Source: an optimization exercise on an open RTL-to-GDS flow (aim: small area, a short achievable clock period and few clock cycles). Production flows keep margins and buffers that such runs may drop.
The RTL was checked by simulation tests, not by an equivalence proof against the original design.

==> flow/design.v <==
module exu(
	input wire clk,
	input wire rstn,
	input wire [19:0] ex_sig,
	input wire [31:0] ex_src1,
	input wire [31:0] ex_src2,
	input wire ex_out_valid,
	output reg [31:0] ex_result,
	output wire [2:0] ex_exception,
	output reg ex_in_valid
	);
	assign ex_exception = 3'd0;
	reg st_mul, st_fa1, st_fa2, st_dneg, st_dnorm, st_diter, st_dfix,
	    st_x0, st_lm1, st_lm2;
	wire idle = ~(st_mul | st_fa1 | st_fa2 | st_dneg | st_dnorm | st_diter |
	              st_dfix | st_x0 | st_lm1 | st_lm2);
	reg ph_sq, ph_m1;      
	reg [32:0] MA;         
	reg [31:0] A, B, Q;
	reg [32:0] P;
	reg [12:0] X;
	reg [7:0] EY0, EY1;
	reg SY, SWP, F1, FSUB, SGL;
	reg [4:0] cnt;
	reg sA, sB;
	reg o_fdiv, o_div, o_rem, o_sdiv;
	reg SIGX, SIGD;
	reg [4:0] osel;        
	reg os_cmp, os_sg, R0;
	wire [31:0] i1 = ex_src1;
	wire [31:0] i2 = ex_src2;
	wire eq31 = i1[30:0] == i2[30:0];
	wire lt31 = i1[30:0] < i2[30:0];
	wire gt31 = ~lt31 & ~eq31;
	wire feq = eq31 & (i1[31] == i2[31]);
	wire flt = (i1[31] & ~i2[31]) | (~i1[31] & ~i2[31] & lt31) | (i1[31] & i2[31] & gt31);
	wire flt_r = (i2[31] & ~i1[31]) | (~i2[31] & ~i1[31] & gt31) | (i2[31] & i1[31] & lt31);
	wire fle = ~flt_r;
	wire cmp_bit = (ex_sig[12] & feq) | (ex_sig[13] & flt) | (ex_sig[14] & fle) |
	               (ex_sig[15] & i2[31]) | (ex_sig[16] & ~i2[31]);
	wire is_cmp = |ex_sig[16:12];
	wire is_imul = |ex_sig[3:0];
	wire is_div = |ex_sig[7:4];
	wire is_fadd = ex_sig[8] | ex_sig[9];
	wire [8:0] ed = {1'b0, i1[30:23]} - {1'b0, i2[30:23]};
	wire [7:0] sm_i = ed[8] ? (i2[30:23] - i1[30:23]) : ed[7:0];
	wire fa_sy = gt31 ? i1[31] : (i2[31] ^ ex_sig[9]);
	wire [32:0] ma = MA;
	wire last = cnt == 5'd0;
	wire sd = last & sB & Q[7];
	wire [40:0] t;
	mstep mstep_u (.ma(ma), .d({sd, Q[7:0]}), .P(P), .t(t));
	wire [22:0] mymux = P[23] ? P[22:0] : {P[21:0], Q[31]};
	wire [31:0] dmin = A;
	wire [32:0] dsub = {1'b0, dmin} - {1'b0, Q};
	wire dge = ~dsub[32];
	wire [32:0] dsubh = {1'b0, dmin} - {2'b0, Q[31:1]};
	wire [33:0] c3a = {2'b0, dmin}, c3b = ~{2'b0, Q}, c3c = ~{3'b0, Q[31:1]};
	wire [33:0] c3s = c3a ^ c3b ^ c3c;
	wire [33:0] c3c2 = {(c3a[32:0] & c3b[32:0]) | (c3a[32:0] & c3c[32:0]) | (c3b[32:0] & c3c[32:0]), 1'b1};
	wire [33:0] dsub3 = c3s + c3c2 + 34'd1;
	wire dge2 = dge ? ~dsub3[33] : ~dsubh[32];
	wire [31:0] dr1 = dge ? dsub[31:0] : dmin;
	wire [31:0] dr2 = SGL ? dr1 : (dge ? (dge2 ? dsub3[31:0] : dsub[31:0]) : (dge2 ? dsubh[31:0] : dmin));
	wire [31:0] dq2 = SGL ? {1'b0, Q[31:1]} : {2'b0, Q[31:2]};
	wire [31:0] negA = ~A + 32'd1;
	wire [31:0] negB = ~B + 32'd1;
	function [5:0] clz32(input [31:0] v);
		integer k;
		begin
			clz32 = 6'd32;
			for (k = 0; k < 32; k = k + 1)
				if (v[k]) clz32 = 6'd31 - k[5:0];
		end
	endfunction
	wire [5:0] clzA = clz32(A);
	wire [5:0] clzB = clz32(B);
	wire [6:0] nsh = {1'b0, clzB} - {1'b0, clzA};
	wire [31:0] Bsh = B << nsh[4:0];
	wire [7:0] SM = EY0;
	wire [22:0] m1a = SWP ? B[22:0] : A[22:0];
	wire [22:0] m2a = SWP ? A[22:0] : B[22:0];
	wire [7:0] e1a = SWP ? B[30:23] : A[30:23];
	wire pm = A[31] ^ B[31] ^ FSUB;
	wire flag1 = (SM[7:1] == 7'd0) & pm;
	wire [24:0] m2b = {1'b1, m2a, 1'b0} >> SM;
	wire [25:0] mya2 = {2'b01, m1a, 1'b0} + ({1'b0, m2b} ^ {26{pm}}) + {25'd0, pm};
	wire [22:0] my2 = mya2[25] ? mya2[24:2] : (mya2[24] ? mya2[23:1] : mya2[22:0]);
		wire [7:0] ey2 = mya2[25] ? e1a + 8'd1 : (mya2[24] ? e1a : ((|e1a) ? e1a - 8'd1 : 8'd0));
	wire [24:0] m2c = SM[0] ? {2'b01, m2a} : {1'b1, m2a, 1'b0};
	wire [24:0] m1c = {1'b1, m1a, 1'b0} - m2c;
	function [4:0] lzc25(input [24:0] v);
		integer k;
		begin
			lzc25 = 5'd25;
			for (k = 0; k < 25; k = k + 1)
				if (v[k]) lzc25 = 5'd24 - k[4:0];
		end
	endfunction
	wire [4:0] lz = lzc25(m1c);
	wire [24:0] m1s = m1c << lz;
	wire [8:0] ey1a = {1'b0, e1a} - {4'd0, lz};
	wire [7:0] ey1 = (ey1a[8] | ~|m1c) ? 8'd0 : ey1a[7:0];
	wire [31:0] fa_res = flag1 ? {SY, ey1, m1s[23:1]} : {SY, ey2, my2};
	wire [7:0] xe = o_fdiv ? P[30:23] : A[30:23];
	wire fzero = o_fdiv ? (P[30:23] == 8'd0) : 1'b0;
	wire mzero = ~o_fdiv & ((A[30:0] == 31'd0) | (B[30:0] == 31'd0));
	wire [9:0] D0 = mzero ? 10'h381 :
	                {2'b0, xe} + (o_fdiv ? ~{2'b0, B[30:23]} : {2'b0, B[30:23]}) + (o_fdiv ? 10'd127 : 10'h381);
	wire [9:0] D1 = D0 + 10'd1;
	wire [7:0] ey0_n = (D0[9] | fzero) ? 8'd0 : D0[7:0];
	wire [7:0] ey1_n = (D1[9] | fzero) ? 8'd0 : D1[7:0];
	wire [22:0] mix2 = {X[10:0], 12'd0} - mymux;
	always @(posedge clk) begin
		if (~rstn) begin
			{st_mul, st_fa1, st_fa2, st_dneg, st_dnorm, st_diter, st_dfix, st_x0, st_lm1, st_lm2} <= 10'd0;
			ex_in_valid <= 1'b0;
		end else begin
			ex_in_valid <= 1'b0;
			if (idle & ex_out_valid) begin
				A <= ex_sig[11] ? {7'd0, 1'b1, 13'd0, 11'd0} + {22'd0, 1'b1, ex_src2[22:13]} + 32'd1 : ex_src1;
				B <= ex_src2;
				sA <= ex_sig[1] | ex_sig[2];
				sB <= ex_sig[1];
				MA <= ex_sig[10] ? {10'd1, ex_src1[22:0]} : {(ex_sig[1] | ex_sig[2]) & ex_src1[31], ex_src1};
				ph_sq <= 1'b0;
				ph_m1 <= 1'b0;
				o_fdiv <= ex_sig[11];
				o_div <= ex_sig[4] | ex_sig[5];
				o_rem <= ex_sig[6] | ex_sig[7];
				o_sdiv <= ex_sig[4] | ex_sig[6];
				SIGX <= ex_src1[31];
				SIGD <= ex_src2[31];
				FSUB <= ex_sig[9];
				SY <= is_fadd ? fa_sy : (ex_src1[31] ^ ex_src2[31]);
				SWP <= lt31;
				EY0 <= sm_i;
				R0 <= cmp_bit;
				P <= ex_sig[11] ? {1'b0, ex_src1} : 33'd0;
				Q <= ex_sig[10] ? {8'd0, 1'b1, ex_src2[22:0]} :
				     ex_sig[11] ? {8'd0, 1'b1, ex_src2[22:13], 1'b1, 12'd0} : ex_src2;
				X <= 13'd0;
				cnt <= ex_sig[10] ? 5'd2 : ex_sig[11] ? 5'd6 : 5'd3;
				SGL <= 1'b1;
				os_cmp <= |ex_sig[14:12];
				os_sg <= ex_sig[15] | ex_sig[16];
				osel <= {ex_sig[10] | ex_sig[11], ex_sig[4] | ex_sig[5], ex_sig[6] | ex_sig[7], ex_sig[0], ~(ex_sig[0] | is_div | ex_sig[10] | ex_sig[11] | is_cmp)};
				ex_in_valid <= is_cmp;
				st_mul <= is_imul | ex_sig[10];
				st_fa1 <= is_fadd;
				st_dneg <= is_div & (ex_sig[4] | ex_sig[6]) & (ex_src1[31] | ex_src2[31]);
				st_dnorm <= is_div & ~((ex_sig[4] | ex_sig[6]) & (ex_src1[31] | ex_src2[31]));
				st_x0 <= ex_sig[11];
			end
			if (st_mul) begin
				P <= t[40:8];
				Q <= {t[7:0], Q[31:8]};
				if (~o_fdiv) EY0 <= ey0_n;
				if (~o_fdiv) EY1 <= ey1_n;
				cnt <= cnt - 5'd1;
				if (last) begin
					st_mul <= 1'b0;
					if (ph_sq) st_lm1 <= 1'b1;
					else if (ph_m1) st_lm2 <= 1'b1;
					else ex_in_valid <= 1'b1;
				end
			end
			if (st_fa1) begin
				P <= {1'b0, fa_res};
				st_fa1 <= 1'b0;
				ex_in_valid <= 1'b1;
			end
			if (st_dneg) begin
				if (o_sdiv & A[31]) A <= negA;
				if (o_sdiv & B[31]) B <= negB;
				st_dneg <= 1'b0;
				st_dnorm <= 1'b1;
			end
			if (st_dnorm) begin
				st_dnorm <= 1'b0;
				if (B == 32'd0) begin
					B <= 32'hffffffff;
					if (o_sdiv & ((o_div & (SIGX ^ SIGD)) | (o_rem & SIGX)))
						st_dfix <= 1'b1;
					else
						ex_in_valid <= 1'b1;
				end else if (nsh[6]) begin
					B <= 32'd0;
					if (o_sdiv & o_rem & SIGX)
						st_dfix <= 1'b1;
					else
						ex_in_valid <= 1'b1;
				end else begin
					Q <= Bsh;
					B <= 32'd0;
					cnt <= {1'b0, nsh[4:1]};
					SGL <= ~nsh[0];
					st_diter <= 1'b1;
				end
			end
			if (st_diter) begin
				A <= dr2;
				B <= SGL ? {B[30:0], dge} : {B[29:0], dge, dge2};
				Q <= dq2;
				SGL <= 1'b0;
				cnt <= cnt - 5'd1;
				if (last) begin
					st_diter <= 1'b0;
					if ((o_sdiv & o_div & (SIGX ^ SIGD)) | (o_sdiv & o_rem & SIGX))
						st_dfix <= 1'b1;
					else
						ex_in_valid <= 1'b1;
				end
			end
			if (st_dfix) begin
				if (o_sdiv & o_div & (SIGX ^ SIGD)) B <= negB;
				if (o_sdiv & o_rem & SIGX) A <= negA;
				st_dfix <= 1'b0;
				ex_in_valid <= 1'b1;
			end
			if (st_x0) begin
				A <= dr2;
				X <= SGL ? {X[11:0], dge} : {X[10:0], dge, dge2};
				Q <= dq2;
				SGL <= 1'b0;
				EY0 <= ey0_n;
				EY1 <= ey1_n;
				cnt <= cnt - 5'd1;
				if (last) begin
					A <= P[31:0];
					P <= 33'd0;
					Q <= {16'd0, X[10:0], dge, dge2, 3'd0};
					cnt <= 5'd1;
					st_x0 <= 1'b0;
					st_mul <= 1'b1;
					MA <= {9'd0, X[10:0], dge, dge2, 11'd0};
					ph_sq <= 1'b1;
				end
			end
			if (st_lm1) begin
				P <= 33'd0;
				Q <= {8'd0, 1'b1, mymux};
				cnt <= 5'd2;
				MA <= {10'd1, B[22:0]};
				ph_sq <= 1'b0;
				ph_m1 <= 1'b1;
				st_lm1 <= 1'b0;
				st_mul <= 1'b1;
			end
			if (st_lm2) begin
				P <= 33'd0;
				Q <= {8'd0, 1'b1, mix2};
				cnt <= 5'd2;
				MA <= {10'd1, A[22:0]};
				ph_m1 <= 1'b0;
				st_lm2 <= 1'b0;
				st_mul <= 1'b1;
			end
		end
	end
	wire [31:0] fpack = {SY, P[23] ? EY1 : EY0, mymux};
	always @(*) begin
		ex_result = ({32{osel[0]}} & P[31:0]) |
		            ({32{osel[1]}} & Q) |
		            ({32{osel[2]}} & A) |
		            ({32{osel[3]}} & B) |
		            ({32{osel[4]}} & fpack) |
		            {os_sg & R0, {31{os_sg}} & A[30:0]} |
		            {31'd0, os_cmp & R0};
	end
endmodule
module mstep(input [32:0] ma, input [8:0] d, input [32:0] P, output [40:0] t);
wire one0 = d[0] ^ 1'b0;
wire two0 = (d[1] & ~d[0] & ~1'b0) | (~d[1] & d[0] & 1'b0);
wire neg0 = d[1];
wire pp0_0 = ((one0 & ma[0]) | (two0 & 1'b0)) ^ neg0;
wire pp0_1 = ((one0 & ma[1]) | (two0 & ma[0])) ^ neg0;
wire pp0_2 = ((one0 & ma[2]) | (two0 & ma[1])) ^ neg0;
wire pp0_3 = ((one0 & ma[3]) | (two0 & ma[2])) ^ neg0;
wire pp0_4 = ((one0 & ma[4]) | (two0 & ma[3])) ^ neg0;
wire pp0_5 = ((one0 & ma[5]) | (two0 & ma[4])) ^ neg0;
wire pp0_6 = ((one0 & ma[6]) | (two0 & ma[5])) ^ neg0;
wire pp0_7 = ((one0 & ma[7]) | (two0 & ma[6])) ^ neg0;
wire pp0_8 = ((one0 & ma[8]) | (two0 & ma[7])) ^ neg0;
wire pp0_9 = ((one0 & ma[9]) | (two0 & ma[8])) ^ neg0;
wire pp0_10 = ((one0 & ma[10]) | (two0 & ma[9])) ^ neg0;
wire pp0_11 = ((one0 & ma[11]) | (two0 & ma[10])) ^ neg0;
wire pp0_12 = ((one0 & ma[12]) | (two0 & ma[11])) ^ neg0;
wire pp0_13 = ((one0 & ma[13]) | (two0 & ma[12])) ^ neg0;
wire pp0_14 = ((one0 & ma[14]) | (two0 & ma[13])) ^ neg0;
wire pp0_15 = ((one0 & ma[15]) | (two0 & ma[14])) ^ neg0;
wire pp0_16 = ((one0 & ma[16]) | (two0 & ma[15])) ^ neg0;
wire pp0_17 = ((one0 & ma[17]) | (two0 & ma[16])) ^ neg0;
wire pp0_18 = ((one0 & ma[18]) | (two0 & ma[17])) ^ neg0;
wire pp0_19 = ((one0 & ma[19]) | (two0 & ma[18])) ^ neg0;
wire pp0_20 = ((one0 & ma[20]) | (two0 & ma[19])) ^ neg0;
wire pp0_21 = ((one0 & ma[21]) | (two0 & ma[20])) ^ neg0;
wire pp0_22 = ((one0 & ma[22]) | (two0 & ma[21])) ^ neg0;
wire pp0_23 = ((one0 & ma[23]) | (two0 & ma[22])) ^ neg0;
wire pp0_24 = ((one0 & ma[24]) | (two0 & ma[23])) ^ neg0;
wire pp0_25 = ((one0 & ma[25]) | (two0 & ma[24])) ^ neg0;
wire pp0_26 = ((one0 & ma[26]) | (two0 & ma[25])) ^ neg0;
wire pp0_27 = ((one0 & ma[27]) | (two0 & ma[26])) ^ neg0;
wire pp0_28 = ((one0 & ma[28]) | (two0 & ma[27])) ^ neg0;
wire pp0_29 = ((one0 & ma[29]) | (two0 & ma[28])) ^ neg0;
wire pp0_30 = ((one0 & ma[30]) | (two0 & ma[29])) ^ neg0;
wire pp0_31 = ((one0 & ma[31]) | (two0 & ma[30])) ^ neg0;
wire pp0_32 = ((one0 & ma[32]) | (two0 & ma[31])) ^ neg0;
wire pp0_33 = ((one0 & ma[32]) | (two0 & ma[32])) ^ neg0;
wire npp0_33 = ~pp0_33;
wire one1 = d[2] ^ d[1];
wire two1 = (d[3] & ~d[2] & ~d[1]) | (~d[3] & d[2] & d[1]);
wire neg1 = d[3];
wire pp1_0 = ((one1 & ma[0]) | (two1 & 1'b0)) ^ neg1;
wire pp1_1 = ((one1 & ma[1]) | (two1 & ma[0])) ^ neg1;
wire pp1_2 = ((one1 & ma[2]) | (two1 & ma[1])) ^ neg1;
wire pp1_3 = ((one1 & ma[3]) | (two1 & ma[2])) ^ neg1;
wire pp1_4 = ((one1 & ma[4]) | (two1 & ma[3])) ^ neg1;
wire pp1_5 = ((one1 & ma[5]) | (two1 & ma[4])) ^ neg1;
wire pp1_6 = ((one1 & ma[6]) | (two1 & ma[5])) ^ neg1;
wire pp1_7 = ((one1 & ma[7]) | (two1 & ma[6])) ^ neg1;
wire pp1_8 = ((one1 & ma[8]) | (two1 & ma[7])) ^ neg1;
wire pp1_9 = ((one1 & ma[9]) | (two1 & ma[8])) ^ neg1;
wire pp1_10 = ((one1 & ma[10]) | (two1 & ma[9])) ^ neg1;
wire pp1_11 = ((one1 & ma[11]) | (two1 & ma[10])) ^ neg1;
wire pp1_12 = ((one1 & ma[12]) | (two1 & ma[11])) ^ neg1;
wire pp1_13 = ((one1 & ma[13]) | (two1 & ma[12])) ^ neg1;
wire pp1_14 = ((one1 & ma[14]) | (two1 & ma[13])) ^ neg1;
wire pp1_15 = ((one1 & ma[15]) | (two1 & ma[14])) ^ neg1;
wire pp1_16 = ((one1 & ma[16]) | (two1 & ma[15])) ^ neg1;
wire pp1_17 = ((one1 & ma[17]) | (two1 & ma[16])) ^ neg1;
wire pp1_18 = ((one1 & ma[18]) | (two1 & ma[17])) ^ neg1;
wire pp1_19 = ((one1 & ma[19]) | (two1 & ma[18])) ^ neg1;
wire pp1_20 = ((one1 & ma[20]) | (two1 & ma[19])) ^ neg1;
wire pp1_21 = ((one1 & ma[21]) | (two1 & ma[20])) ^ neg1;
wire pp1_22 = ((one1 & ma[22]) | (two1 & ma[21])) ^ neg1;
wire pp1_23 = ((one1 & ma[23]) | (two1 & ma[22])) ^ neg1;
wire pp1_24 = ((one1 & ma[24]) | (two1 & ma[23])) ^ neg1;
wire pp1_25 = ((one1 & ma[25]) | (two1 & ma[24])) ^ neg1;
wire pp1_26 = ((one1 & ma[26]) | (two1 & ma[25])) ^ neg1;
wire pp1_27 = ((one1 & ma[27]) | (two1 & ma[26])) ^ neg1;
wire pp1_28 = ((one1 & ma[28]) | (two1 & ma[27])) ^ neg1;
wire pp1_29 = ((one1 & ma[29]) | (two1 & ma[28])) ^ neg1;
wire pp1_30 = ((one1 & ma[30]) | (two1 & ma[29])) ^ neg1;
wire pp1_31 = ((one1 & ma[31]) | (two1 & ma[30])) ^ neg1;
wire pp1_32 = ((one1 & ma[32]) | (two1 & ma[31])) ^ neg1;
wire pp1_33 = ((one1 & ma[32]) | (two1 & ma[32])) ^ neg1;
wire npp1_33 = ~pp1_33;
wire one2 = d[4] ^ d[3];
wire two2 = (d[5] & ~d[4] & ~d[3]) | (~d[5] & d[4] & d[3]);
wire neg2 = d[5];
wire pp2_0 = ((one2 & ma[0]) | (two2 & 1'b0)) ^ neg2;
wire pp2_1 = ((one2 & ma[1]) | (two2 & ma[0])) ^ neg2;
wire pp2_2 = ((one2 & ma[2]) | (two2 & ma[1])) ^ neg2;
wire pp2_3 = ((one2 & ma[3]) | (two2 & ma[2])) ^ neg2;
wire pp2_4 = ((one2 & ma[4]) | (two2 & ma[3])) ^ neg2;
wire pp2_5 = ((one2 & ma[5]) | (two2 & ma[4])) ^ neg2;
wire pp2_6 = ((one2 & ma[6]) | (two2 & ma[5])) ^ neg2;
wire pp2_7 = ((one2 & ma[7]) | (two2 & ma[6])) ^ neg2;
wire pp2_8 = ((one2 & ma[8]) | (two2 & ma[7])) ^ neg2;
wire pp2_9 = ((one2 & ma[9]) | (two2 & ma[8])) ^ neg2;
wire pp2_10 = ((one2 & ma[10]) | (two2 & ma[9])) ^ neg2;
wire pp2_11 = ((one2 & ma[11]) | (two2 & ma[10])) ^ neg2;
wire pp2_12 = ((one2 & ma[12]) | (two2 & ma[11])) ^ neg2;
wire pp2_13 = ((one2 & ma[13]) | (two2 & ma[12])) ^ neg2;
wire pp2_14 = ((one2 & ma[14]) | (two2 & ma[13])) ^ neg2;
wire pp2_15 = ((one2 & ma[15]) | (two2 & ma[14])) ^ neg2;
wire pp2_16 = ((one2 & ma[16]) | (two2 & ma[15])) ^ neg2;
wire pp2_17 = ((one2 & ma[17]) | (two2 & ma[16])) ^ neg2;
wire pp2_18 = ((one2 & ma[18]) | (two2 & ma[17])) ^ neg2;
wire pp2_19 = ((one2 & ma[19]) | (two2 & ma[18])) ^ neg2;
wire pp2_20 = ((one2 & ma[20]) | (two2 & ma[19])) ^ neg2;
wire pp2_21 = ((one2 & ma[21]) | (two2 & ma[20])) ^ neg2;
wire pp2_22 = ((one2 & ma[22]) | (two2 & ma[21])) ^ neg2;
wire pp2_23 = ((one2 & ma[23]) | (two2 & ma[22])) ^ neg2;
wire pp2_24 = ((one2 & ma[24]) | (two2 & ma[23])) ^ neg2;
wire pp2_25 = ((one2 & ma[25]) | (two2 & ma[24])) ^ neg2;
wire pp2_26 = ((one2 & ma[26]) | (two2 & ma[25])) ^ neg2;
wire pp2_27 = ((one2 & ma[27]) | (two2 & ma[26])) ^ neg2;
wire pp2_28 = ((one2 & ma[28]) | (two2 & ma[27])) ^ neg2;
wire pp2_29 = ((one2 & ma[29]) | (two2 & ma[28])) ^ neg2;
wire pp2_30 = ((one2 & ma[30]) | (two2 & ma[29])) ^ neg2;
wire pp2_31 = ((one2 & ma[31]) | (two2 & ma[30])) ^ neg2;
wire pp2_32 = ((one2 & ma[32]) | (two2 & ma[31])) ^ neg2;
wire pp2_33 = ((one2 & ma[32]) | (two2 & ma[32])) ^ neg2;
wire npp2_33 = ~pp2_33;
wire one3 = d[6] ^ d[5];
wire two3 = (d[7] & ~d[6] & ~d[5]) | (~d[7] & d[6] & d[5]);
wire neg3 = d[7];
wire pp3_0 = ((one3 & ma[0]) | (two3 & 1'b0)) ^ neg3;
wire pp3_1 = ((one3 & ma[1]) | (two3 & ma[0])) ^ neg3;
wire pp3_2 = ((one3 & ma[2]) | (two3 & ma[1])) ^ neg3;
wire pp3_3 = ((one3 & ma[3]) | (two3 & ma[2])) ^ neg3;
wire pp3_4 = ((one3 & ma[4]) | (two3 & ma[3])) ^ neg3;
wire pp3_5 = ((one3 & ma[5]) | (two3 & ma[4])) ^ neg3;
wire pp3_6 = ((one3 & ma[6]) | (two3 & ma[5])) ^ neg3;
wire pp3_7 = ((one3 & ma[7]) | (two3 & ma[6])) ^ neg3;
wire pp3_8 = ((one3 & ma[8]) | (two3 & ma[7])) ^ neg3;
wire pp3_9 = ((one3 & ma[9]) | (two3 & ma[8])) ^ neg3;
wire pp3_10 = ((one3 & ma[10]) | (two3 & ma[9])) ^ neg3;
wire pp3_11 = ((one3 & ma[11]) | (two3 & ma[10])) ^ neg3;
wire pp3_12 = ((one3 & ma[12]) | (two3 & ma[11])) ^ neg3;
wire pp3_13 = ((one3 & ma[13]) | (two3 & ma[12])) ^ neg3;
wire pp3_14 = ((one3 & ma[14]) | (two3 & ma[13])) ^ neg3;
wire pp3_15 = ((one3 & ma[15]) | (two3 & ma[14])) ^ neg3;
wire pp3_16 = ((one3 & ma[16]) | (two3 & ma[15])) ^ neg3;
wire pp3_17 = ((one3 & ma[17]) | (two3 & ma[16])) ^ neg3;
wire pp3_18 = ((one3 & ma[18]) | (two3 & ma[17])) ^ neg3;
wire pp3_19 = ((one3 & ma[19]) | (two3 & ma[18])) ^ neg3;
wire pp3_20 = ((one3 & ma[20]) | (two3 & ma[19])) ^ neg3;
wire pp3_21 = ((one3 & ma[21]) | (two3 & ma[20])) ^ neg3;
wire pp3_22 = ((one3 & ma[22]) | (two3 & ma[21])) ^ neg3;
wire pp3_23 = ((one3 & ma[23]) | (two3 & ma[22])) ^ neg3;
wire pp3_24 = ((one3 & ma[24]) | (two3 & ma[23])) ^ neg3;
wire pp3_25 = ((one3 & ma[25]) | (two3 & ma[24])) ^ neg3;
wire pp3_26 = ((one3 & ma[26]) | (two3 & ma[25])) ^ neg3;
wire pp3_27 = ((one3 & ma[27]) | (two3 & ma[26])) ^ neg3;
wire pp3_28 = ((one3 & ma[28]) | (two3 & ma[27])) ^ neg3;
wire pp3_29 = ((one3 & ma[29]) | (two3 & ma[28])) ^ neg3;
wire pp3_30 = ((one3 & ma[30]) | (two3 & ma[29])) ^ neg3;
wire pp3_31 = ((one3 & ma[31]) | (two3 & ma[30])) ^ neg3;
wire pp3_32 = ((one3 & ma[32]) | (two3 & ma[31])) ^ neg3;
wire pp3_33 = ((one3 & ma[32]) | (two3 & ma[32])) ^ neg3;
wire npp3_33 = ~pp3_33;
wire u = d[7] & ~d[8];
wire ur_0 = u & ma[0];
wire ur_1 = u & ma[1];
wire ur_2 = u & ma[2];
wire ur_3 = u & ma[3];
wire ur_4 = u & ma[4];
wire ur_5 = u & ma[5];
wire ur_6 = u & ma[6];
wire ur_7 = u & ma[7];
wire ur_8 = u & ma[8];
wire ur_9 = u & ma[9];
wire ur_10 = u & ma[10];
wire ur_11 = u & ma[11];
wire ur_12 = u & ma[12];
wire ur_13 = u & ma[13];
wire ur_14 = u & ma[14];
wire ur_15 = u & ma[15];
wire ur_16 = u & ma[16];
wire ur_17 = u & ma[17];
wire ur_18 = u & ma[18];
wire ur_19 = u & ma[19];
wire ur_20 = u & ma[20];
wire ur_21 = u & ma[21];
wire ur_22 = u & ma[22];
wire ur_23 = u & ma[23];
wire ur_24 = u & ma[24];
wire ur_25 = u & ma[25];
wire ur_26 = u & ma[26];
wire ur_27 = u & ma[27];
wire ur_28 = u & ma[28];
wire ur_29 = u & ma[29];
wire ur_30 = u & ma[30];
wire ur_31 = u & ma[31];
wire nur_32 = ~(u & ma[32]);
wire nP32 = ~P[32];
wire r1 = pp0_32 ^ pp1_30;
wire r2 = pp0_32 & pp1_30;
wire r3 = pp0_4 ^ pp1_2;
wire r4 = pp0_4 & pp1_2;
wire r5 = pp0_5 ^ pp1_3;
wire r6 = pp0_5 & pp1_3;
wire r7 = pp0_6 ^ pp1_4 ^ pp2_2;
wire r8 = (pp0_6 & pp1_4) | (pp0_6 & pp2_2) | (pp1_4 & pp2_2);
wire r9 = pp3_0 ^ neg3;
wire r10 = pp3_0 & neg3;
wire r11 = pp0_7 ^ pp1_5 ^ pp2_3;
wire r12 = (pp0_7 & pp1_5) | (pp0_7 & pp2_3) | (pp1_5 & pp2_3);
wire r13 = pp3_1 ^ P[7];
wire r14 = pp3_1 & P[7];
wire r15 = pp0_8 ^ pp1_6 ^ pp2_4;
wire r16 = (pp0_8 & pp1_6) | (pp0_8 & pp2_4) | (pp1_6 & pp2_4);
wire r17 = pp3_2 ^ ur_0 ^ P[8];
wire r18 = (pp3_2 & ur_0) | (pp3_2 & P[8]) | (ur_0 & P[8]);
wire r19 = pp0_9 ^ pp1_7 ^ pp2_5;
wire r20 = (pp0_9 & pp1_7) | (pp0_9 & pp2_5) | (pp1_7 & pp2_5);
wire r21 = pp3_3 ^ ur_1 ^ P[9];
wire r22 = (pp3_3 & ur_1) | (pp3_3 & P[9]) | (ur_1 & P[9]);
wire r23 = pp0_10 ^ pp1_8 ^ pp2_6;
wire r24 = (pp0_10 & pp1_8) | (pp0_10 & pp2_6) | (pp1_8 & pp2_6);
wire r25 = pp3_4 ^ ur_2 ^ P[10];
wire r26 = (pp3_4 & ur_2) | (pp3_4 & P[10]) | (ur_2 & P[10]);
wire r27 = pp0_11 ^ pp1_9 ^ pp2_7;
wire r28 = (pp0_11 & pp1_9) | (pp0_11 & pp2_7) | (pp1_9 & pp2_7);
wire r29 = pp3_5 ^ ur_3 ^ P[11];
wire r30 = (pp3_5 & ur_3) | (pp3_5 & P[11]) | (ur_3 & P[11]);
wire r31 = pp0_12 ^ pp1_10 ^ pp2_8;
wire r32 = (pp0_12 & pp1_10) | (pp0_12 & pp2_8) | (pp1_10 & pp2_8);
wire r33 = pp3_6 ^ ur_4 ^ P[12];
wire r34 = (pp3_6 & ur_4) | (pp3_6 & P[12]) | (ur_4 & P[12]);
wire r35 = pp0_13 ^ pp1_11 ^ pp2_9;
wire r36 = (pp0_13 & pp1_11) | (pp0_13 & pp2_9) | (pp1_11 & pp2_9);
wire r37 = pp3_7 ^ ur_5 ^ P[13];
wire r38 = (pp3_7 & ur_5) | (pp3_7 & P[13]) | (ur_5 & P[13]);
wire r39 = pp0_14 ^ pp1_12 ^ pp2_10;
wire r40 = (pp0_14 & pp1_12) | (pp0_14 & pp2_10) | (pp1_12 & pp2_10);
wire r41 = pp3_8 ^ ur_6 ^ P[14];
wire r42 = (pp3_8 & ur_6) | (pp3_8 & P[14]) | (ur_6 & P[14]);
wire r43 = pp0_15 ^ pp1_13 ^ pp2_11;
wire r44 = (pp0_15 & pp1_13) | (pp0_15 & pp2_11) | (pp1_13 & pp2_11);
wire r45 = pp3_9 ^ ur_7 ^ P[15];
wire r46 = (pp3_9 & ur_7) | (pp3_9 & P[15]) | (ur_7 & P[15]);
wire r47 = pp0_16 ^ pp1_14 ^ pp2_12;
wire r48 = (pp0_16 & pp1_14) | (pp0_16 & pp2_12) | (pp1_14 & pp2_12);
wire r49 = pp3_10 ^ ur_8 ^ P[16];
wire r50 = (pp3_10 & ur_8) | (pp3_10 & P[16]) | (ur_8 & P[16]);
wire r51 = pp0_17 ^ pp1_15 ^ pp2_13;
wire r52 = (pp0_17 & pp1_15) | (pp0_17 & pp2_13) | (pp1_15 & pp2_13);
wire r53 = pp3_11 ^ ur_9 ^ P[17];
wire r54 = (pp3_11 & ur_9) | (pp3_11 & P[17]) | (ur_9 & P[17]);
wire r55 = pp0_18 ^ pp1_16 ^ pp2_14;
wire r56 = (pp0_18 & pp1_16) | (pp0_18 & pp2_14) | (pp1_16 & pp2_14);
wire r57 = pp3_12 ^ ur_10 ^ P[18];
wire r58 = (pp3_12 & ur_10) | (pp3_12 & P[18]) | (ur_10 & P[18]);
wire r59 = pp0_19 ^ pp1_17 ^ pp2_15;
wire r60 = (pp0_19 & pp1_17) | (pp0_19 & pp2_15) | (pp1_17 & pp2_15);
wire r61 = pp3_13 ^ ur_11 ^ P[19];
wire r62 = (pp3_13 & ur_11) | (pp3_13 & P[19]) | (ur_11 & P[19]);
wire r63 = pp0_20 ^ pp1_18 ^ pp2_16;
wire r64 = (pp0_20 & pp1_18) | (pp0_20 & pp2_16) | (pp1_18 & pp2_16);
wire r65 = pp3_14 ^ ur_12 ^ P[20];
wire r66 = (pp3_14 & ur_12) | (pp3_14 & P[20]) | (ur_12 & P[20]);
wire r67 = pp0_21 ^ pp1_19 ^ pp2_17;
wire r68 = (pp0_21 & pp1_19) | (pp0_21 & pp2_17) | (pp1_19 & pp2_17);
wire r69 = pp3_15 ^ ur_13 ^ P[21];
wire r70 = (pp3_15 & ur_13) | (pp3_15 & P[21]) | (ur_13 & P[21]);
wire r71 = pp0_22 ^ pp1_20 ^ pp2_18;
wire r72 = (pp0_22 & pp1_20) | (pp0_22 & pp2_18) | (pp1_20 & pp2_18);
wire r73 = pp3_16 ^ ur_14 ^ P[22];
wire r74 = (pp3_16 & ur_14) | (pp3_16 & P[22]) | (ur_14 & P[22]);
wire r75 = pp0_23 ^ pp1_21 ^ pp2_19;
wire r76 = (pp0_23 & pp1_21) | (pp0_23 & pp2_19) | (pp1_21 & pp2_19);
wire r77 = pp3_17 ^ ur_15 ^ P[23];
wire r78 = (pp3_17 & ur_15) | (pp3_17 & P[23]) | (ur_15 & P[23]);
wire r79 = pp0_24 ^ pp1_22 ^ pp2_20;
wire r80 = (pp0_24 & pp1_22) | (pp0_24 & pp2_20) | (pp1_22 & pp2_20);
wire r81 = pp3_18 ^ ur_16 ^ P[24];
wire r82 = (pp3_18 & ur_16) | (pp3_18 & P[24]) | (ur_16 & P[24]);
wire r83 = pp0_25 ^ pp1_23 ^ pp2_21;
wire r84 = (pp0_25 & pp1_23) | (pp0_25 & pp2_21) | (pp1_23 & pp2_21);
wire r85 = pp3_19 ^ ur_17 ^ P[25];
wire r86 = (pp3_19 & ur_17) | (pp3_19 & P[25]) | (ur_17 & P[25]);
wire r87 = pp0_26 ^ pp1_24 ^ pp2_22;
wire r88 = (pp0_26 & pp1_24) | (pp0_26 & pp2_22) | (pp1_24 & pp2_22);
wire r89 = pp3_20 ^ ur_18 ^ P[26];
wire r90 = (pp3_20 & ur_18) | (pp3_20 & P[26]) | (ur_18 & P[26]);
wire r91 = pp0_27 ^ pp1_25 ^ pp2_23;
wire r92 = (pp0_27 & pp1_25) | (pp0_27 & pp2_23) | (pp1_25 & pp2_23);
wire r93 = pp3_21 ^ ur_19 ^ P[27];
wire r94 = (pp3_21 & ur_19) | (pp3_21 & P[27]) | (ur_19 & P[27]);
wire r95 = pp0_28 ^ pp1_26 ^ pp2_24;
wire r96 = (pp0_28 & pp1_26) | (pp0_28 & pp2_24) | (pp1_26 & pp2_24);
wire r97 = pp3_22 ^ ur_20 ^ P[28];
wire r98 = (pp3_22 & ur_20) | (pp3_22 & P[28]) | (ur_20 & P[28]);
wire r99 = pp0_29 ^ pp1_27 ^ pp2_25;
wire r100 = (pp0_29 & pp1_27) | (pp0_29 & pp2_25) | (pp1_27 & pp2_25);
wire r101 = pp3_23 ^ ur_21 ^ P[29];
wire r102 = (pp3_23 & ur_21) | (pp3_23 & P[29]) | (ur_21 & P[29]);
wire r103 = pp0_30 ^ pp1_28 ^ pp2_26;
wire r104 = (pp0_30 & pp1_28) | (pp0_30 & pp2_26) | (pp1_28 & pp2_26);
wire r105 = pp3_24 ^ ur_22 ^ P[30];
wire r106 = (pp3_24 & ur_22) | (pp3_24 & P[30]) | (ur_22 & P[30]);
wire r107 = pp0_31 ^ pp1_29 ^ pp2_27;
wire r108 = (pp0_31 & pp1_29) | (pp0_31 & pp2_27) | (pp1_29 & pp2_27);
wire r109 = pp3_25 ^ ur_23 ^ P[31];
wire r110 = (pp3_25 & ur_23) | (pp3_25 & P[31]) | (ur_23 & P[31]);
wire r111 = r1 ^ pp2_28 ^ pp3_26;
wire r112 = (r1 & pp2_28) | (r1 & pp3_26) | (pp2_28 & pp3_26);
wire r113 = ur_24 ^ nP32 ^ 1'b1;
wire r114 = (ur_24 & nP32) | (ur_24 & 1'b1) | (nP32 & 1'b1);
wire r115 = r2 ^ npp0_33 ^ pp1_31;
wire r116 = (r2 & npp0_33) | (r2 & pp1_31) | (npp0_33 & pp1_31);
wire r117 = pp2_29 ^ pp3_27 ^ ur_25;
wire r118 = (pp2_29 & pp3_27) | (pp2_29 & ur_25) | (pp3_27 & ur_25);
wire r119 = pp1_32 ^ pp2_30 ^ pp3_28;
wire r120 = (pp1_32 & pp2_30) | (pp1_32 & pp3_28) | (pp2_30 & pp3_28);
wire r121 = ur_26 ^ 1'b1;
wire r122 = ur_26 & 1'b1;
wire r123 = npp1_33 ^ pp2_31 ^ pp3_29;
wire r124 = (npp1_33 & pp2_31) | (npp1_33 & pp3_29) | (pp2_31 & pp3_29);
wire r125 = pp2_32 ^ pp3_30;
wire r126 = pp2_32 & pp3_30;
wire r127 = pp0_2 ^ pp1_0;
wire r128 = pp0_2 & pp1_0;
wire r129 = pp0_3 ^ pp1_1;
wire r130 = pp0_3 & pp1_1;
wire r131 = r3 ^ pp2_0 ^ neg2;
wire r132 = (r3 & pp2_0) | (r3 & neg2) | (pp2_0 & neg2);
wire r133 = r4 ^ r5 ^ pp2_1;
wire r134 = (r4 & r5) | (r4 & pp2_1) | (r5 & pp2_1);
wire r135 = r6 ^ r7 ^ r9;
wire r136 = (r6 & r7) | (r6 & r9) | (r7 & r9);
wire r137 = r8 ^ r10 ^ r11;
wire r138 = (r8 & r10) | (r8 & r11) | (r10 & r11);
wire r139 = r12 ^ r14 ^ r15;
wire r140 = (r12 & r14) | (r12 & r15) | (r14 & r15);
wire r141 = r16 ^ r18 ^ r19;
wire r142 = (r16 & r18) | (r16 & r19) | (r18 & r19);
wire r143 = r20 ^ r22 ^ r23;
wire r144 = (r20 & r22) | (r20 & r23) | (r22 & r23);
wire r145 = r24 ^ r26 ^ r27;
wire r146 = (r24 & r26) | (r24 & r27) | (r26 & r27);
wire r147 = r28 ^ r30 ^ r31;
wire r148 = (r28 & r30) | (r28 & r31) | (r30 & r31);
wire r149 = r32 ^ r34 ^ r35;
wire r150 = (r32 & r34) | (r32 & r35) | (r34 & r35);
wire r151 = r36 ^ r38 ^ r39;
wire r152 = (r36 & r38) | (r36 & r39) | (r38 & r39);
wire r153 = r40 ^ r42 ^ r43;
wire r154 = (r40 & r42) | (r40 & r43) | (r42 & r43);
wire r155 = r44 ^ r46 ^ r47;
wire r156 = (r44 & r46) | (r44 & r47) | (r46 & r47);
wire r157 = r48 ^ r50 ^ r51;
wire r158 = (r48 & r50) | (r48 & r51) | (r50 & r51);
wire r159 = r52 ^ r54 ^ r55;
wire r160 = (r52 & r54) | (r52 & r55) | (r54 & r55);
wire r161 = r56 ^ r58 ^ r59;
wire r162 = (r56 & r58) | (r56 & r59) | (r58 & r59);
wire r163 = r60 ^ r62 ^ r63;
wire r164 = (r60 & r62) | (r60 & r63) | (r62 & r63);
wire r165 = r64 ^ r66 ^ r67;
wire r166 = (r64 & r66) | (r64 & r67) | (r66 & r67);
wire r167 = r68 ^ r70 ^ r71;
wire r168 = (r68 & r70) | (r68 & r71) | (r70 & r71);
wire r169 = r72 ^ r74 ^ r75;
wire r170 = (r72 & r74) | (r72 & r75) | (r74 & r75);
wire r171 = r76 ^ r78 ^ r79;
wire r172 = (r76 & r78) | (r76 & r79) | (r78 & r79);
wire r173 = r80 ^ r82 ^ r83;
wire r174 = (r80 & r82) | (r80 & r83) | (r82 & r83);
wire r175 = r84 ^ r86 ^ r87;
wire r176 = (r84 & r86) | (r84 & r87) | (r86 & r87);
wire r177 = r88 ^ r90 ^ r91;
wire r178 = (r88 & r90) | (r88 & r91) | (r90 & r91);
wire r179 = r92 ^ r94 ^ r95;
wire r180 = (r92 & r94) | (r92 & r95) | (r94 & r95);
wire r181 = r96 ^ r98 ^ r99;
wire r182 = (r96 & r98) | (r96 & r99) | (r98 & r99);
wire r183 = r100 ^ r102 ^ r103;
wire r184 = (r100 & r102) | (r100 & r103) | (r102 & r103);
wire r185 = r104 ^ r106 ^ r107;
wire r186 = (r104 & r106) | (r104 & r107) | (r106 & r107);
wire r187 = r108 ^ r110 ^ r111;
wire r188 = (r108 & r110) | (r108 & r111) | (r110 & r111);
wire r189 = r112 ^ r114 ^ r115;
wire r190 = (r112 & r114) | (r112 & r115) | (r114 & r115);
wire r191 = r116 ^ r118 ^ r119;
wire r192 = (r116 & r118) | (r116 & r119) | (r118 & r119);
wire r193 = r120 ^ r122 ^ r123;
wire r194 = (r120 & r122) | (r120 & r123) | (r122 & r123);
wire r195 = r124 ^ r125 ^ ur_28;
wire r196 = (r124 & r125) | (r124 & ur_28) | (r125 & ur_28);
wire r197 = r126 ^ npp2_33 ^ pp3_31;
wire r198 = (r126 & npp2_33) | (r126 & pp3_31) | (npp2_33 & pp3_31);
wire r199 = pp3_32 ^ ur_30;
wire r200 = pp3_32 & ur_30;
wire r201 = pp0_0 ^ neg0;
wire r202 = pp0_0 & neg0;
wire r203 = pp0_1 ^ P[1];
wire r204 = pp0_1 & P[1];
wire r205 = r127 ^ neg1 ^ P[2];
wire r206 = (r127 & neg1) | (r127 & P[2]) | (neg1 & P[2]);
wire r207 = r128 ^ r129 ^ P[3];
wire r208 = (r128 & r129) | (r128 & P[3]) | (r129 & P[3]);
wire r209 = r130 ^ r131 ^ P[4];
wire r210 = (r130 & r131) | (r130 & P[4]) | (r131 & P[4]);
wire r211 = r132 ^ r133 ^ P[5];
wire r212 = (r132 & r133) | (r132 & P[5]) | (r133 & P[5]);
wire r213 = r134 ^ r135 ^ P[6];
wire r214 = (r134 & r135) | (r134 & P[6]) | (r135 & P[6]);
wire r215 = r136 ^ r137 ^ r13;
wire r216 = (r136 & r137) | (r136 & r13) | (r137 & r13);
wire r217 = r138 ^ r139 ^ r17;
wire r218 = (r138 & r139) | (r138 & r17) | (r139 & r17);
wire r219 = r140 ^ r141 ^ r21;
wire r220 = (r140 & r141) | (r140 & r21) | (r141 & r21);
wire r221 = r142 ^ r143 ^ r25;
wire r222 = (r142 & r143) | (r142 & r25) | (r143 & r25);
wire r223 = r144 ^ r145 ^ r29;
wire r224 = (r144 & r145) | (r144 & r29) | (r145 & r29);
wire r225 = r146 ^ r147 ^ r33;
wire r226 = (r146 & r147) | (r146 & r33) | (r147 & r33);
wire r227 = r148 ^ r149 ^ r37;
wire r228 = (r148 & r149) | (r148 & r37) | (r149 & r37);
wire r229 = r150 ^ r151 ^ r41;
wire r230 = (r150 & r151) | (r150 & r41) | (r151 & r41);
wire r231 = r152 ^ r153 ^ r45;
wire r232 = (r152 & r153) | (r152 & r45) | (r153 & r45);
wire r233 = r154 ^ r155 ^ r49;
wire r234 = (r154 & r155) | (r154 & r49) | (r155 & r49);
wire r235 = r156 ^ r157 ^ r53;
wire r236 = (r156 & r157) | (r156 & r53) | (r157 & r53);
wire r237 = r158 ^ r159 ^ r57;
wire r238 = (r158 & r159) | (r158 & r57) | (r159 & r57);
wire r239 = r160 ^ r161 ^ r61;
wire r240 = (r160 & r161) | (r160 & r61) | (r161 & r61);
wire r241 = r162 ^ r163 ^ r65;
wire r242 = (r162 & r163) | (r162 & r65) | (r163 & r65);
wire r243 = r164 ^ r165 ^ r69;
wire r244 = (r164 & r165) | (r164 & r69) | (r165 & r69);
wire r245 = r166 ^ r167 ^ r73;
wire r246 = (r166 & r167) | (r166 & r73) | (r167 & r73);
wire r247 = r168 ^ r169 ^ r77;
wire r248 = (r168 & r169) | (r168 & r77) | (r169 & r77);
wire r249 = r170 ^ r171 ^ r81;
wire r250 = (r170 & r171) | (r170 & r81) | (r171 & r81);
wire r251 = r172 ^ r173 ^ r85;
wire r252 = (r172 & r173) | (r172 & r85) | (r173 & r85);
wire r253 = r174 ^ r175 ^ r89;
wire r254 = (r174 & r175) | (r174 & r89) | (r175 & r89);
wire r255 = r176 ^ r177 ^ r93;
wire r256 = (r176 & r177) | (r176 & r93) | (r177 & r93);
wire r257 = r178 ^ r179 ^ r97;
wire r258 = (r178 & r179) | (r178 & r97) | (r179 & r97);
wire r259 = r180 ^ r181 ^ r101;
wire r260 = (r180 & r181) | (r180 & r101) | (r181 & r101);
wire r261 = r182 ^ r183 ^ r105;
wire r262 = (r182 & r183) | (r182 & r105) | (r183 & r105);
wire r263 = r184 ^ r185 ^ r109;
wire r264 = (r184 & r185) | (r184 & r109) | (r185 & r109);
wire r265 = r186 ^ r187 ^ r113;
wire r266 = (r186 & r187) | (r186 & r113) | (r187 & r113);
wire r267 = r188 ^ r189 ^ r117;
wire r268 = (r188 & r189) | (r188 & r117) | (r189 & r117);
wire r269 = r190 ^ r191 ^ r121;
wire r270 = (r190 & r191) | (r190 & r121) | (r191 & r121);
wire r271 = r192 ^ r193 ^ ur_27;
wire r272 = (r192 & r193) | (r192 & ur_27) | (r193 & ur_27);
wire r273 = r194 ^ r195 ^ 1'b1;
wire r274 = (r194 & r195) | (r194 & 1'b1) | (r195 & 1'b1);
wire r275 = r196 ^ r197 ^ ur_29;
wire r276 = (r196 & r197) | (r196 & ur_29) | (r197 & ur_29);
wire r277 = r198 ^ r199 ^ 1'b1;
wire r278 = (r198 & r199) | (r198 & 1'b1) | (r199 & 1'b1);
wire r279 = r200 ^ npp3_33 ^ ur_31;
wire r280 = (r200 & npp3_33) | (r200 & ur_31) | (npp3_33 & ur_31);
wire [40:0] sx = {r280,r278,r276,r274,r272,r270,r268,r266,r264,r262,r260,r258,r256,r254,r252,r250,r248,r246,r244,r242,r240,r238,r236,r234,r232,r230,r228,r226,r224,r222,r220,r218,r216,r214,r212,r210,r208,r206,r204,r202,r201};
wire [40:0] sy = {nur_32,r279,r277,r275,r273,r271,r269,r267,r265,r263,r261,r259,r257,r255,r253,r251,r249,r247,r245,r243,r241,r239,r237,r235,r233,r231,r229,r227,r225,r223,r221,r219,r217,r215,r213,r211,r209,r207,r205,r203,P[0]};
assign t = sx + sy;
endmodule
==> flow/run.sh <==
#!/bin/bash
# synth_recipe.tcl (not shown) runs the flow's synth.tcl, then flattens the netlist and writes it again
# the make line also repeats each setting of config.mk as NAME=value (left out here)
make -C /OpenROAD-flow-scripts/flow DESIGN_CONFIG=/design/flow/config.mk WORK_HOME=/design/flow/orfs CLKGATE_MAP_FILE= SYNTH_SCRIPT=/design/flow/synth_recipe.tcl finish
==> flow/config.mk <==
export PLATFORM = sky130hd
export DESIGN_NAME = exu
export DESIGN_NICKNAME = exu
export VERILOG_FILES = /design/flow/design.v
export SDC_FILE = /design/flow/constraint.sdc
export NUM_CORES = 4
export LEC_CHECK = 0
export ABC_CLOCK_PERIOD_IN_PS = 5000
export CAP_MARGIN = 30
export CORE_MARGIN = 2
export CORE_UTILIZATION = 50
export PLACE_DENSITY = 0.7
export SETUP_SLACK_MARGIN = 4
export SLEW_MARGIN = 30
export TNS_END_PERCENT = 10
==> flow/constraint.sdc <==
create_clock -name core_clock -period 10.0 [get_ports {clk}]
set_input_delay 2.0000 -clock core_clock [delete_from_list [all_inputs] [get_ports {clk}]]
set_output_delay 2.0000 -clock core_clock [all_outputs]
set_load 0.01 [all_outputs]
==> results of run 1 <==
==> stage by stage <==
stage	setup slack, ps	std cells	utilization, %	cell area, sq um
CTS	3820	6873	57.1	49300
global route	3560	6949	58.6	50600
detailed placement	2150	6712	53.1	45900
floorplan	3810	5725	-	43800
global placement	2280	6712	53.1	45900
finish	3560	6958	58.6	50700
==> state kept, by name, summed over array words and instances, names as in the netlist, 8 cells and up <==
| name | cells |
|---|---|
| Q | 32 |
| EY0 | 8 |
| X | 11 |
| A | 32 |
| P | 33 |
| B | 32 |
| EY1 | 8 |
| MA | 33 |
==> logic make-up (layout without fill, tap and decap cells) <==
family | count (synthesis) | in the layout | share of synthesized area [%]
DFF | 223 | 223 | 15.2
muxes | 310 | 310 | 8.18
adders and majority gates | 453 | 453 | 15.9
other | 1 | 12 | 0.00862
xor gates and xnor gates | 401 | 401 | 8.10
AOI/OAI and AO/OA | 1916 | 1917 | 28.7
buffers and inverters | 864 | 931 | 7.54
and+or+nand+nor | 1555 | 1556 | 16.4
==> final cells by class <==
class,count,area (sq um)
antenna,9,22.5
clock buffer,37,818
clock inverter,20,230
fill,8034,35800
inverter,423,1680
multi-input combinational,4640,35500
sequential,223,6610
tap,1155,1450
timing repair buffer,449,4380
timing repair inverter,2,15.0
==> per-layer routing <==
layer  vias to the layer above  global-route usage [%]  part of all wire (%)
met5                         -                       0                  0.13
met1                     23523                    63.9                    38
met2                      3891                    67.7                    39
met4                        14                    32.8                   8.5
met3                       867                    16.5                    15
li1                      20984                       -                     -
==> critical path, delay by kind of cell (launching register included) <==
| kind | cells | cell delay [ps] |
|---|---|---|
| fa+ha+maj | 5 | 2080 |
| simple gates | 4 | 410 |
| flops | 1 | 480 |
| compound gates | 9 | 2380 |
| xor+xnor | 1 | 120 |
| buf+inv | 5 | 690 |
==> cells in the mapped netlist (13+ instances only) <==
| cell type | n |
|---|---|
| a211o_1 | 18 |
| a211oi_1 | 156 |
| a21boi_0 | 15 |
| a21o_1 | 107 |
| a21oi_1 | 554 |
| a221o_1 | 34 |
| a221oi_1 | 22 |
| a222oi_1 | 30 |
| a22oi_1 | 141 |
| a311oi_1 | 16 |
| a31oi_1 | 79 |
| and2_1 | 52 |
| and3_1 | 43 |
| buf_1 | 58 |
| clkbuf_1 | 371 |
| edfxtp_1 | 213 |
| fa_1 | 166 |
| ha_1 | 287 |
| inv_1 | 415 |
| mux2_2 | 56 |
| mux2i_1 | 221 |
| mux4_2 | 30 |
| nand2_1 | 574 |
| nand2b_1 | 43 |
| nand3_1 | 105 |
| nand4_1 | 23 |
| nor2_1 | 390 |
| nor2b_1 | 44 |
| nor3_1 | 133 |
| nor3b_1 | 14 |
| nor4_1 | 31 |
| o211ai_1 | 88 |
| o21a_1 | 41 |
| o21ai_0 | 331 |
| o21ai_1 | 13 |
| o21bai_1 | 47 |
| o221ai_1 | 32 |
| o22ai_1 | 46 |
| o31ai_1 | 34 |
| or2_2 | 21 |
| or3_1 | 33 |
| xnor2_1 | 307 |
| xor2_1 | 92 |
==> final timing paths <==
kind | slack (ps) | cells past startpoint | start | to
max | 3560 | 24 | Q[2] | P[24]
min | 540 | 1 | ph_sq | st_lm2
max reg2reg | 3560 | 24 | Q[2] | P[24]
min reg2reg | 540 | 1 | ph_sq | st_lm2
==> timing repair <==
| item | 4_1_cts | 5_1_grt |
|---|---|---|
| endpoints found under the hold margin | 0 | 0 |
| hold buffers | 0 | 0 |
| pin swaps | 51 | 116 |
| buffers inserted | 89 | 71 |
| cloned | 15 | 5 |
| endpoints found under the setup margin | 108 | 91 |
| gates resized for setup | 251 | 151 |
==> summary.md, run 1 <==
| Metric | Value |
|---|---|
| Status | `no timing/DRC/antenna violations` |
| Clock slew at reported path FFs | `70 ps` |
| Worst-Skew Late Latency | `650 ps` |
| Synth warn | `1` |
| Drt first pass iters | `10` |
| RD Place Congestion | `1.10` |
| Remaining antenna violation count | `0` |
| Die area | `89,400 sq um` |
| Min-Delay Path Class | `reg2reg` |
| Cells after Synth | `5,723` |
| Critical path's most frequent cell | `nand2_1` |
| Crit Path Max Fanout | `6` |
| Root Buffer | `clkbuf_16` |
| TritonCTS clock tree | `yes` |
| Top post-synthesis cells by area | `edfxtp_1 15%, ha_1 8.3%, fa_1 7.6%, a21oi_1 6.4%, xnor2_1 6.2%` |
| Commonest non-fill, non-tap cell in the layout | `nand2_1` |
| Yosys top cell area share | `14.7%` |
| Max-cap violations | `0` |
| Max Clock Skew | `23.0 ps` |
| TritonCTS Buffers | `31` |
| Seq/Total Area, Yosys | `15.2%` |
| Die Y | `299 microns` |
| DR vias | `49,279` |
| Input/output buffers | `116` |
| Clk sink count | `223` |
| Syn Area/Cell | `7.60 sq um` |
| DP HPWL | `169,000 microns` |
| Fmax | `0.155 GHz` |
| Final number of setup-violating endpoints | `0` |
| Post-synth cell types | `100` |
| Clock Tree Buf Depth | `3` |
| WS Path Type | `reg2reg` |
| Mapped Area | `43,500 sq um` |
| Slew HR | `10.9%` |
| DRT iter0 DRCs | `7,936` |
| Core area | `86,500 sq um` |
| CP endpoint kind | `flop` |
| Die width | `299 microns` |
| Min Tclk post-route | `6440 ps` |
| Worst path max stage delay | `590 ps` |
| Slew Viols, Final | `0` |
| Vias/cell | `7.08` |
| RSZ-0062 raised after global routing | `yes` |
| Routed len/inst | `33.0 microns` |
| First-pass GRT wire length | `320,000 microns` |
| Top-level I/O count | `123` |
| Worst path slowest cell | `fa_2` |
| Synth Register Bits | `223` |
| DRC errors left | `0` |
| Worst endpoint required time | `10,360 ps` |
| Worst-margin pin slew | `1330 ps` |
| Number of synthesized flops with an enable pin | `213` |
| Fraction of layout cells with a size suffix above 1 | `13.9%` |
| Largest net degree at the start of global routing | `105` |
| Nets | `6,310` |
| Most frequent cells in the layout | `565 x nand2_1, 521 x a21oi_1, 398 x inv_1` |
| Fin crit share | `64.4%` |
| GRT overflow | `0` |
| Post-route setup TNS | `0 ps` |
| Total Routed Length | `230,000 microns` |
| Gr usage total | `48.8%` |
| Area Overhead vs Synth | `16.4%` |
| H-tree depth | `1` |
| Hold Vio Cnt, Final | `0` |
| Startpoint types | `flop` |
| Initial core utilization | `50.3%` |
| Std cell rows | `108` |
| Arrival time worst endpoint | `6800 ps` |
| Top FF cell, synth | `edfxtp_1` |
| Antenna violations before repair | `16` |
| Crit path cell chain | `clkinvlp_4, ha_4, buf_12, buf_16, a22oi_2, xnor2_2, fa_1, inv_2, fa_2, fa_2, ha_4, buf_4, a2111oi_2, o21ai_1, o21ai_2, a31oi_4, nand2_1, nand2_1, a21oi_1, nor2b_1, o21ai_0, nand2_1, a311oi_2, a211oi_1` |
| Vias in the first global route | `44,576` |
| Ys async rst share | `0%` |
| Cell taking the most area after synthesis | `edfxtp_1` |
| Final hold slack | `536 ps` |
Testbench counts, summed over its fixed seeds: cycles 123,756.
==> run 2: changes to the inputs <==
--- a/flow/config.mk
+++ b/flow/config.mk
@@ -8,8 +8,7 @@
 export ABC_CLOCK_PERIOD_IN_PS = 5000
 export CAP_MARGIN = 30
 export CORE_MARGIN = 2
-export CORE_UTILIZATION = 50
-export PLACE_DENSITY = 0.7
+export CORE_UTILIZATION = 45
 export SETUP_SLACK_MARGIN = 4
 export SLEW_MARGIN = 30
-export TNS_END_PERCENT = 10
+export TNS_END_PERCENT = 0
==> run 2 against run 1 <==
Net effect:
- cell count rose by 1.1%
- fmax rose by 2.4%
- global-route usage is 5.4 points lower
- die area increased by 11%
- via count is 2.1% lower
- clock skew shrank 3.2 ps
- core utilization decreased by 6.8 points
==> summary.md, run 2 <==
| Metric | Value |
|---|---|
| Area Overhead vs Synth | `14.5%` |
| Min Tclk post-route | `6290 ps (-152 ps)` |
| Max Clock Skew | `19.8 ps (-3.22 ps)` |
| TritonCTS clock tree | `yes` |
| DR vias | `48,235 (-2.1%)` |
| Main combinational cell family by area after synthesis | `compound AO/OA/AOI/OAI gates` |
| Clock slew at reported path FFs | `70 ps (about the same)` |
| WS Path Type | `reg2reg` |
| Slew Viols, Final | `0 (unchanged)` |
| Routed len/inst | `32.1 microns (-2.7%)` |
| Vias in the first global route | `43,710 (-1.9%)` |
| TritonCTS Buffers | `31 (unchanged)` |
| DRC errors left | `0 (unchanged)` |
| Worst-Skew Late Latency | `650 ps (about the same)` |
| Synth top cells by count | `574 x nand2_1, 554 x a21oi_1, 415 x inv_1` |
| Hold Vio Cnt, Final | `0 (unchanged)` |
| DRT iter0 DRCs | `7,220 (-9.0%)` |
| Status | `no timing/DRC/antenna violations` |
| Number of synthesized flops with an enable pin | `213 (unchanged)` |
| Startpoint types | `flop` |
| Antenna violations before repair | `11 (-5)` |
| Top post-synthesis cells by area | `edfxtp_1 15%, ha_1 8.3%, fa_1 7.6%, a21oi_1 6.4%, xnor2_1 6.2%` |
| Arrival time worst endpoint | `6650 ps (-150 ps)` |
| Max-cap violations | `0 (unchanged)` |
| Die width | `315 microns (+5.3%)` |
| Ys async rst share | `0% (unchanged)` |
| Gr usage total | `43.4% (-5.4 points)` |
| Initial core utilization | `45.2% (-5.1 points)` |
| CP endpoint kind | `flop` |
| Post-route setup TNS | `0 ps (unchanged)` |
| Largest net degree at the start of global routing | `181 (+72%)` |
| Min-Delay Path Class | `reg2reg` |
| Cell taking the most area after synthesis | `edfxtp_1` |
| Commonest non-fill, non-tap cell in the layout | `nand2_1` |
| Final number of setup-violating endpoints | `0 (unchanged)` |
| Drt first pass iters | `14 (+4)` |
| Fmax | `0.159 GHz (+2.4%)` |
| Worst path max stage delay | `430 ps (-160 ps)` |
| Clk sink count | `223 (unchanged)` |
| Post-synth cell types | `100 (unchanged)` |
| Seq/Total Area, Yosys | `15.2% (unchanged)` |
| Slew HR | `20.8% (+10 points)` |
| XOR/XNOR Fraction of Synth Area | `8.10% (unchanged)` |
| Remaining antenna violation count | `0 (unchanged)` |
| Clock Tree Buf Depth | `3 (unchanged)` |
| Core area | `96,300 sq um (+11%)` |
| Die area | `99,200 sq um (+11%)` |
| Top-count cell post-synth | `nand2_1` |
| Yosys top cell area share | `14.7% (unchanged)` |
| Largest regs | `MA x33, P x33` |
| Top FF cell, synth | `edfxtp_1` |
| Syn Area/Cell | `7.60 sq um (unchanged)` |
| Most frequent cells in the layout | `570 x nand2_1, 524 x a21oi_1, 404 x inv_1` |
| Total Routed Length | `226,000 microns (-1.6%)` |
| Worst path slowest cell | `fa_2` |
| RD Place Congestion | `1.10 (-0.34%)` |
| Fraction of layout cells with a size suffix above 1 | `11.8% (-2.1 points)` |
| First-pass GRT wire length | `314,000 microns (-1.7%)` |
| Post-CTS Hold Fix Bufs | `0 (unchanged)` |
| Nets | `6,270 (-0.63%)` |
| Top-level I/O count | `123 (unchanged)` |
| Fin crit share | `62.9% (-1.5 points)` |
| Root Buffer | `clkbuf_16` |
| Cells after Synth | `5,723 (unchanged)` |
| Vias/cell | `6.85 (-3.2%)` |
| Simple-gate area share of the yosys netlist | `16.4% (unchanged)` |
| Crit Path Max Fanout | `15 (+9)` |
| Worst endpoint required time | `10,370 ps (about the same)` |
| H-tree depth | `1 (unchanged)` |
| Die Y | `315 microns (+5.3%)` |
| Synth Register Bits | `223 (unchanged)` |
| Input/output buffers | `116 (unchanged)` |
| Final hold slack | `517 ps (-19.5 ps)` |
| Compound-cell area share of the yosys netlist | `28.7% (unchanged)` |
| Std cell rows | `114 (+5.6%)` |
| Mapped Area | `43,500 sq um (unchanged)` |
| Adder-Cell Fraction of Synth Area | `15.9% (unchanged)` |
| DP HPWL | `166,000 microns (-1.9%)` |
| RSZ-0062 raised after global routing | `yes` |
| Mux contribution to synthesized area | `8.18% (unchanged)` |
| Worst-margin pin slew | `1170 ps (-159 ps)` |
| Synth warn | `1 (unchanged)` |
| GRT overflow | `0 (unchanged)` |
[run 2: final cells by class]
type	instances	area (sq um)
fillers	9417	46400
flip-flops and latches	223	6610
multi-input cells	4641	34900
inverters	423	1670
diodes	8	20.0
clock buffers	38	842
well taps	1276	1600
clock inverters	19	188
repair buffers	410	4010
[run 2: cells by family (layout without fill, tap and decap cells)]
group                      count (synthesis)  after routing
and+or+nand+nor                         1555           1556
adders and majority gates                453            453
AOI/OAI and AO/OA                       1916           1918
xor gates and xnor gates                 401            401
other                                      1             11
muxes                                    310            310
buffers and inverters                    864            890
DFF                                      223            223
[run 2: through the flow]
step	cell area (sq um)	instances	util, %	setup WS [ps]
after floorplan	43800	5725	-	3810
after global placement	46100	6832	47.8	2220
after detailed placement	46100	6832	47.8	2220
after CTS	48500	6976	50.4	3750
after global routing	49800	7030	51.8	3610
final	49900	7038	51.8	3710
[run 2: routing by layer]
metal  global-route usage (%)  vias to the layer above  wire length [microns]
met5                        0                        -                     69
li1                         -                    20900                      -
met4                     25.9                       10                  16900
met2                     60.3                     3524                  89200
met1                     57.1                    23088                  86800
met3                     15.8                      713                  33000
[run 2: timing repair]
item | in CTS | in global routing
endpoints found under the hold margin | 0 | 0
setup endpoints to repair | 106 | 102
buffers inserted | 80 | 43
pin swaps | 22 | 61
gates resized for setup | 149 | 147
cloned | 7 | 11
[run 2: final timing paths]
check	slack [ps]	depth (start not counted)	endpoint	start
setup / recovery	3710	28	Q[12]	A[0]
hold / removal	520	1	st_lm2	ph_sq
setup reg to reg	3710	28	Q[12]	A[0]
hold reg to reg	520	1	st_lm2	ph_sq
[run 2: critical path: cells and delay by family (launching register included)]
| kind | cells | cell delay [ps] |
|---|---|---|
| adder cells (fa/ha/maj) | 3 | 900 |
| AO/OA/AOI/OAI | 16 | 3470 |
| buffers and inverters | 5 | 800 |
| flip-flops | 1 | 340 |
| AND/OR/NAND/NOR | 4 | 450 |

[re-timing with driven ports]
The flow's constraints put no driver on any port. The routed layouts listed below were extracted and timed again, unchanged, in two steps.
Step 1: set_driving_cell puts a clkbuf_16 on clk and a buf_2 on each other input, an assumption about the parent block.
Step 2 adds t to the input delays and takes it off the output delays; t is the mean of the earliest and latest rising clock arrival at the registers after step 1. Input paths then give back, and output paths get back, about the clock's delay inside the block.
a / b / c = no drivers / after step 1 / after step 2; a / b = the first two.
run	t (ns)	setup WS [ns]	clock arrival spread, ns	cell pins on the clock port's net
run 1	0.706	3.561 / 3.561 / 3.551	0.024 / 0.023	1
run 2	0.711	3.713 / 3.713 / 3.434	0.020 / 0.020	1
After both steps every run listed still meets setup and hold. For run 2, which loses most, drivers alone change the setup slack by 0.000 ns; drivers and shift together by -0.279 ns.
